This is an optimization exercise on Yosys and OpenROAD, whose aim is small area, a short achievable clock period and few clock cycles per item, not a production implementation.
Only the layout flow was run in this run; the RTL was not checked for function there.

`flow/design.v`:
```
`timescale 1ns / 1ps
module MIN9( w, m );
input  [71:0] w;
output [7:0]  m;
wire [7:0] a = (w[7:0]   < w[15:8])  ? w[7:0]   : w[15:8];
wire [7:0] b = (w[23:16] < w[31:24]) ? w[23:16] : w[31:24];
wire [7:0] c = (w[39:32] < w[47:40]) ? w[39:32] : w[47:40];
wire [7:0] d = (w[55:48] < w[63:56]) ? w[55:48] : w[63:56];
wire [7:0] e = (a < b) ? a : b;
wire [7:0] f = (c < d) ? c : d;
wire [7:0] g = (e < f) ? e : f;
assign m = (g < w[71:64]) ? g : w[71:64];
endmodule
`timescale 1ns / 1ps
module MIN3( a, b, c, m );
input  [7:0] a, b, c;
output [7:0] m;
wire [7:0] x = (a < b) ? a : b;
assign m = (x < c) ? x : c;
endmodule
`timescale 1ns / 1ps
module MAX3( a, b, c, m );
input  [7:0] a, b, c;
output [7:0] m;
wire [7:0] x = (a > b) ? a : b;
assign m = (x > c) ? x : c;
endmodule
`timescale 1ns / 1ps
module alight_est( clock, reset, valid, start, min, A );
input clock;
input reset;
input valid;
input start;
input  [7:0] min;
output [7:0] A;
reg [7:0] Areg;
wire [7:0] base = start ? 8'd180 : Areg;
assign A = (min > base) ? min : base;
always @(posedge clock)
begin
    if (reset)      Areg <= 8'd180;
    else if (valid) Areg <= A;
end
endmodule
`timescale 1ns / 1ps
`timescale 1ns / 1ps
module div_step #(parameter K = 7) ( x, t, y );
input  [24:0] x;
input  [7:0]  t;
output [24:0] y;
wire [7:0] r  = x[7:0];
wire [9:0] d  = {1'b0, r, 1'b0} - {2'b0, t};
wire       b  = ~d[9];                       
wire [7:0] rn = b ? d[7:0] : {r[6:0], 1'b0};
wire [7:0] q  = x[15:8] | ({7'd0, b} << K);
assign y = {x[24:16], q, (K == 0) ? 8'd0 : rn};
endmodule
module scene_recovery( A, q, s, J );
input  [7:0] A, q;
input        s;
output [7:0] J;
wire [8:0] sum  = {1'b0, A} + {1'b0, q};
wire [8:0] dif  = {1'b0, A} - {1'b0, q};
assign J = s ? (sum[8] ? 8'd255 : sum[7:0]) : (dif[8] ? 8'd0 : dif[7:0]);
endmodule
`timescale 1ns / 1ps
module haze_removal( clock, reset, in_valid, frame_start, win_r, win_g, win_b,
                     out_valid, Jr, Jg, Jb );
parameter [8:0] DCUT = 9'b000010000;  
parameter OCUT = 1;                   
input clock;
input reset;
input in_valid;
input frame_start;
input [71:0] win_r, win_g, win_b;
output out_valid;
output [7:0] Jr, Jg, Jb;
wire [7:0] mr_c, mg_c, mb_c;
MIN9 min_r (win_r, mr_c);
MIN9 min_g (win_g, mg_c);
MIN9 min_b (win_b, mb_c);
reg        v1, fs1;
reg [7:0]  mr, mg, mb, cr, cg, cb;
always @(posedge clock)
begin
    if (reset) v1 <= 1'b0;
    else       v1 <= in_valid;
    fs1 <= frame_start;
    mr <= mr_c; mg <= mg_c; mb <= mb_c;
    cr <= win_r[39:32]; cg <= win_g[39:32]; cb <= win_b[39:32];
end
wire [7:0] dc, bc;
MIN3 min_dc (mr, mg, mb, dc);
MAX3 max_bc (cr, cg, cb, bc);
wire [7:0] dc_n = ~dc;
wire [7:0] bc3  = bc + {bc[6:0], 1'b0};
wire [7:0] t0   = (dc_n > bc3) ? dc_n : bc3;
wire [7:0] Ar0, Ag0, Ab0;
alight_est al_r (clock, reset, v1, fs1, mr, Ar0);
alight_est al_g (clock, reset, v1, fs1, mg, Ag0);
alight_est al_b (clock, reset, v1, fs1, mb, Ab0);
wire [24:0] br [0:9];
wire [24:0] bg [0:9];
wire [24:0] bb [0:9];
wire [7:0]  tt [0:9];
wire        vv [0:9];
wire [7:0] dr0 = (cr > Ar0) ? cr - Ar0 : Ar0 - cr;
wire [7:0] dg0 = (cg > Ag0) ? cg - Ag0 : Ag0 - cg;
wire [7:0] db0 = (cb > Ab0) ? cb - Ab0 : Ab0 - cb;
assign br[0] = {cr > Ar0, Ar0, 8'd0, dr0};
assign bg[0] = {cg > Ag0, Ag0, 8'd0, dg0};
assign bb[0] = {cb > Ab0, Ab0, 8'd0, db0};
assign tt[0] = t0;
assign vv[0] = v1;
genvar k;
generate
for (k = 0; k < 9; k = k + 1) begin : step
    wire [24:0] xr, xg, xb;
    wire [7:0]  xt;
    wire        xv;
    if (DCUT[k]) begin : cut
        reg [24:0] pr, pg, pb;
        reg [7:0]  pt;
        reg        pv;
        always @(posedge clock)
        begin
            if (reset) pv <= 1'b0;
            else       pv <= vv[k];
            pr <= br[k]; pg <= bg[k]; pb <= bb[k]; pt <= tt[k];
        end
        assign xr = pr; assign xg = pg; assign xb = pb; assign xt = pt; assign xv = pv;
    end else begin : nocut
        assign xr = br[k]; assign xg = bg[k]; assign xb = bb[k]; assign xt = tt[k]; assign xv = vv[k];
    end
    if (k < 8) begin : dstep
        div_step #(.K(7-k)) sr (xr, xt, br[k+1]);
        div_step #(.K(7-k)) sg (xg, xt, bg[k+1]);
        div_step #(.K(7-k)) sb (xb, xt, bb[k+1]);
    end else begin : last
        assign br[9] = xr; assign bg[9] = xg; assign bb[9] = xb;
    end
    assign tt[k+1] = xt;
    assign vv[k+1] = xv;
end
endgenerate
wire [7:0] Jr_c, Jg_c, Jb_c;
scene_recovery rec_r (br[9][23:16], br[9][15:8], br[9][24], Jr_c);
scene_recovery rec_g (bg[9][23:16], bg[9][15:8], bg[9][24], Jg_c);
scene_recovery rec_b (bb[9][23:16], bb[9][15:8], bb[9][24], Jb_c);
generate
if (OCUT) begin : oreg
    reg       ov;
    reg [7:0] oJr, oJg, oJb;
    always @(posedge clock)
    begin
        if (reset) ov <= 1'b0;
        else       ov <= vv[9];
        oJr <= Jr_c; oJg <= Jg_c; oJb <= Jb_c;
    end
    assign out_valid = ov;
    assign Jr = oJr; assign Jg = oJg; assign Jb = oJb;
end else begin : ocomb
    assign out_valid = vv[9];
    assign Jr = Jr_c; assign Jg = Jg_c; assign Jb = Jb_c;
end
endgenerate
endmodule
```
`flow/run.sh`:
```
#!/bin/bash
# synth_recipe.tcl (not shown) runs the flow's synth.tcl, then flattens the netlist and writes it again
# the make line also repeats each setting of config.mk as NAME=value (left out here)
make -C /OpenROAD-flow-scripts/flow DESIGN_CONFIG=/design/flow/config.mk WORK_HOME=/design/flow/orfs CLKGATE_MAP_FILE= SYNTH_SCRIPT=/design/flow/synth_recipe.tcl finish
```
`flow/config.mk`:
```
export PLATFORM = sky130hd
export DESIGN_NAME = haze_removal
export DESIGN_NICKNAME = haze_removal
export VERILOG_FILES = /design/flow/design.v
export SDC_FILE = /design/flow/constraint.sdc
export NUM_CORES = 4
export LEC_CHECK = 0
export CAP_MARGIN = 20
export CORE_MARGIN = 2
export CORE_UTILIZATION = 40
export SLEW_MARGIN = 20
```
`flow/constraint.sdc`:
```
create_clock -name core_clock -period 40.0 [get_ports {clock}]
set_input_delay 8.0000 -clock core_clock [delete_from_list [all_inputs] [get_ports {clock}]]
set_output_delay 8.0000 -clock core_clock [all_outputs]
set_load 0.01 [all_outputs]
```
==> results.txt <==
## critical path: cells and delay by family
family | cells | cell delay (ns)
buf+inv | 3 | 0.58
fa+ha+maj | 4 | 1.14
compound gates | 15 | 4.37
simple gates | 4 | 1.21
mux | 4 | 1.46
## per-layer routing
layer | wire length [µm] | global-route usage | part of all wire
met1 | 33600 | 0.269 | 0.49
met4 | 1270 | 0.0536 | 0.019
met5 | 13 | 0 | 0.00019
met2 | 31000 | 0.338 | 0.45
met3 | 2820 | 0.0350 | 0.041
## cells by family after synthesis
kind of cell,Yosys count
compound gates,942
xor+xnor,133
fa+ha+maj,515
buf+inv,470
flops,171
mux,290
simple gates,765
## Yosys cell counts (16+ instances only)
library cell	instances	share of area
xor2_1	48	0.016
nor2_1	226	0.032
dfxtp_1	171	0.13
xnor2_1	84	0.028
or3_1	16	0.0038
a211oi_1	29	0.0083
o21ai_0	189	0.036
fa_1	18	0.014
mux2_2	117	0.050
and2_1	17	0.0041
o211ai_1	20	0.0057
a21o_1	153	0.044
nand4_1	25	0.0060
o21a_1	50	0.014
o21bai_1	29	0.0083
inv_1	392	0.056
ha_1	497	0.24
clkbuf_1	53	0.0076
nand2_1	173	0.025
a21oi_1	249	0.048
a211o_1	24	0.0080
nand2b_1	72	0.017
nor2b_1	65	0.016
nor3_1	47	0.0090
nand3_1	33	0.0063
a21boi_0	16	0.0046
mux2i_1	160	0.061
o31ai_1	38	0.011
## area by class of cell
type	instances	area, µm²	area share
clock buffers	18	439	0.0145
well taps	855	1070	0.0354
inverters	398	1490	0.0495
multi-input cells	2645	20900	0.693
flip-flops and latches	171	3420	0.113
clock inverters	14	220	0.00729
repair buffers	267	2620	0.0866
## stage by stage
step / worst slack, ns / utilization
2_1_floorplan: 24.62 / -
3_3_place_gp: 23.34 / 0.457
3_5_place_dp: 23.18 / 0.457
4_1_cts: 23.71 / 0.467
5_1_grt: 22.77 / 0.468
6_report: 23.60 / 0.468
## path summary, 6_finish.rpt
check	slack, ns	to	startpoint	depth (start not counted)
max	23.60	mb[0]	win_b[57]	30
min	0.44	oreg.ov	step[4].cut.pv	1
max reg2reg	23.93	step[4].cut.pr[1]	cg[3]	63
min reg2reg	0.44	oreg.ov	step[4].cut.pv	1
## state kept, by name (all words and copies together) (netlist names), 8 cells and up
signal and count:
al_g.Areg 8, step.cut.pg 21, step.cut.pr 21, oreg.oJb 8, cb 8, mg 8, al_r.Areg 8, cr 8
step.cut.pt 8, cg 8, mb 8, al_b.Areg 8, mr 8, step.cut.pb 21, oreg.oJr 8, oreg.oJg 8
==> results.json <==
{
  "path_class": "input port to flop",
  "hold_path_class": "flop to flop",
  "clkTransAtPathRegs_ns": 0.07,
  "cp.required_ns": 40.38,
  "hold_violations": 0,
  "outcome": "timing/DRC/antenna clean",
  "ys_types": 99,
  "cts_max_path_buffers": 2,
  "synth-compound-area-share": 0.238,
  "first_pass_iters": 7,
  "cts-htree-levels": 4,
  "cts_sinks": 171,
  "cts_tree": "done",
  "crit_top_cell": "a21o_1",
  "drc": 0,
  "worst_setup_path_end_kind": "flop",
  "syn_area_mm2": 0.0261,
  "synthMuxAreaShare": 0.119,
  "synth_edf_count": 0,
  "critPathSlowestCell": "a2111oi_0",
  "overflow": 0,
  "die_area_mm2": 0.0674,
  "crit_fanout": 8,
  "avgSynthCellArea_um2": 7.96,
  "finalSetupTns_ns": 0,
  "async_flop_share": 0,
  "start_kind": "input port",
  "slew_headroom": 0.270,
  "wire_per_inst_um": 15.7,
  "synth-adder-area-share": 0.252,
  "antenna_left": 0,
  "most-common-layout-cells": "ha_1, inv_1, a21oi_1, clkdlybuf4s50_1, nor2_1",
  "synth_ff_type": "dfxtp_1",
  "tightest_slew_ns": 1.09,
  "setup-violations-final": 0,
  "fin_skew_ns": 0.0163,
  "drt-total-wl_um": 68700,
  "routabilityCongestion": 0.912,
  "grt_use_total": 0.203,
  "die_w_um": 260,
  "ctsResizeCount": 0,
  "synth-simple-area-share": 0.146,
  "fin_area_mm2": 0.0302,
  "clkLatencyLatePin_ns": 0.50,
  "clockRootBuffer": "clkbuf_16",
  "grt_pass1_wl_um": 112000,
  "grt_pass1_vias": 22300,
  "postCtsHoldBufs": 0,
  "syn_to_final_growth_pct": 15.5,
  "drv_cap": 0,
  "antenna_found_initial": 2,
  "cts_buffers": 17,
  "fin_hold_ws_ns": 0.437,
  "clock.fmax_mhz": 61.0,
  "routed_via_density": 5.33,
  "synth_top_family_by_area": "adder cells",
  "core_area_mm2": 0.0646,
  "via_count": 23300,
  "diodes": 0,
  "dp_hpwl_um": 57000,
  "numPortBuffers": 244,
  "fin_crit_sh": 0.410,
  "cpPeakStageDelay_ns": 0.65,
  "syn_nets": 4021,
  "period_needed_ns": 16.40,
  "grt_max_degree": 50,
  "io_pins": 245,
  "final_common_cell": "ha_1",
  "die_h_um": 260,
  "yosysWarnings": 2,
  "layout-drive-gt1-share": 0.0686,
  "fin_cells": 4368,
  "rsz0062_at_grt": "false",
  "nFillCells": 6370,
  "finalMaxSlewViolations": 0,
  "place_area_mm2": 0.0295,
  "fin_nets": 4235,
  "synth_xor_area_frac": 0.0448,
  "post-cts-setup-buffer-count": 0,
  "seq_area_frac_synth": 0.131,
  "num_rows": 93,
  "drtIter0Drc": 1093,
  "dp.cells": 4336,
  "ys_ff_latch": 171,
  "initial_utilization": 0.405,
  "arrival_ns": 16.78,
  "synth_cells": 3286
}

what the ideal ports hide:
The results above use ideal ports. As a check the final layout listed here was re-extracted and re-timed, cells and wires unchanged.
Step 1 sets driving cells, clkbuf_16 on the clock port and buf_2 on the other inputs (assumed; they add their load-dependent delay and slew).
Step 2 times the ports against the registers' clock, not the clock port: input delays grow and output delays shrink by t, the midpoint of the rising clock arrivals with the driver on.
Three values: ideal ports, drivers, drivers and shift; two values: the first two.
t (ns): 0.546
setup WS [ns]: 23.604 / 23.637 / 23.090
worst setup path after step 2: input to register
worst slew at a driven data input, ns: 0.07
After both steps this run still meets setup and hold. For this run, drivers alone change the setup slack by +0.033 ns; drivers and shift together by -0.514 ns.
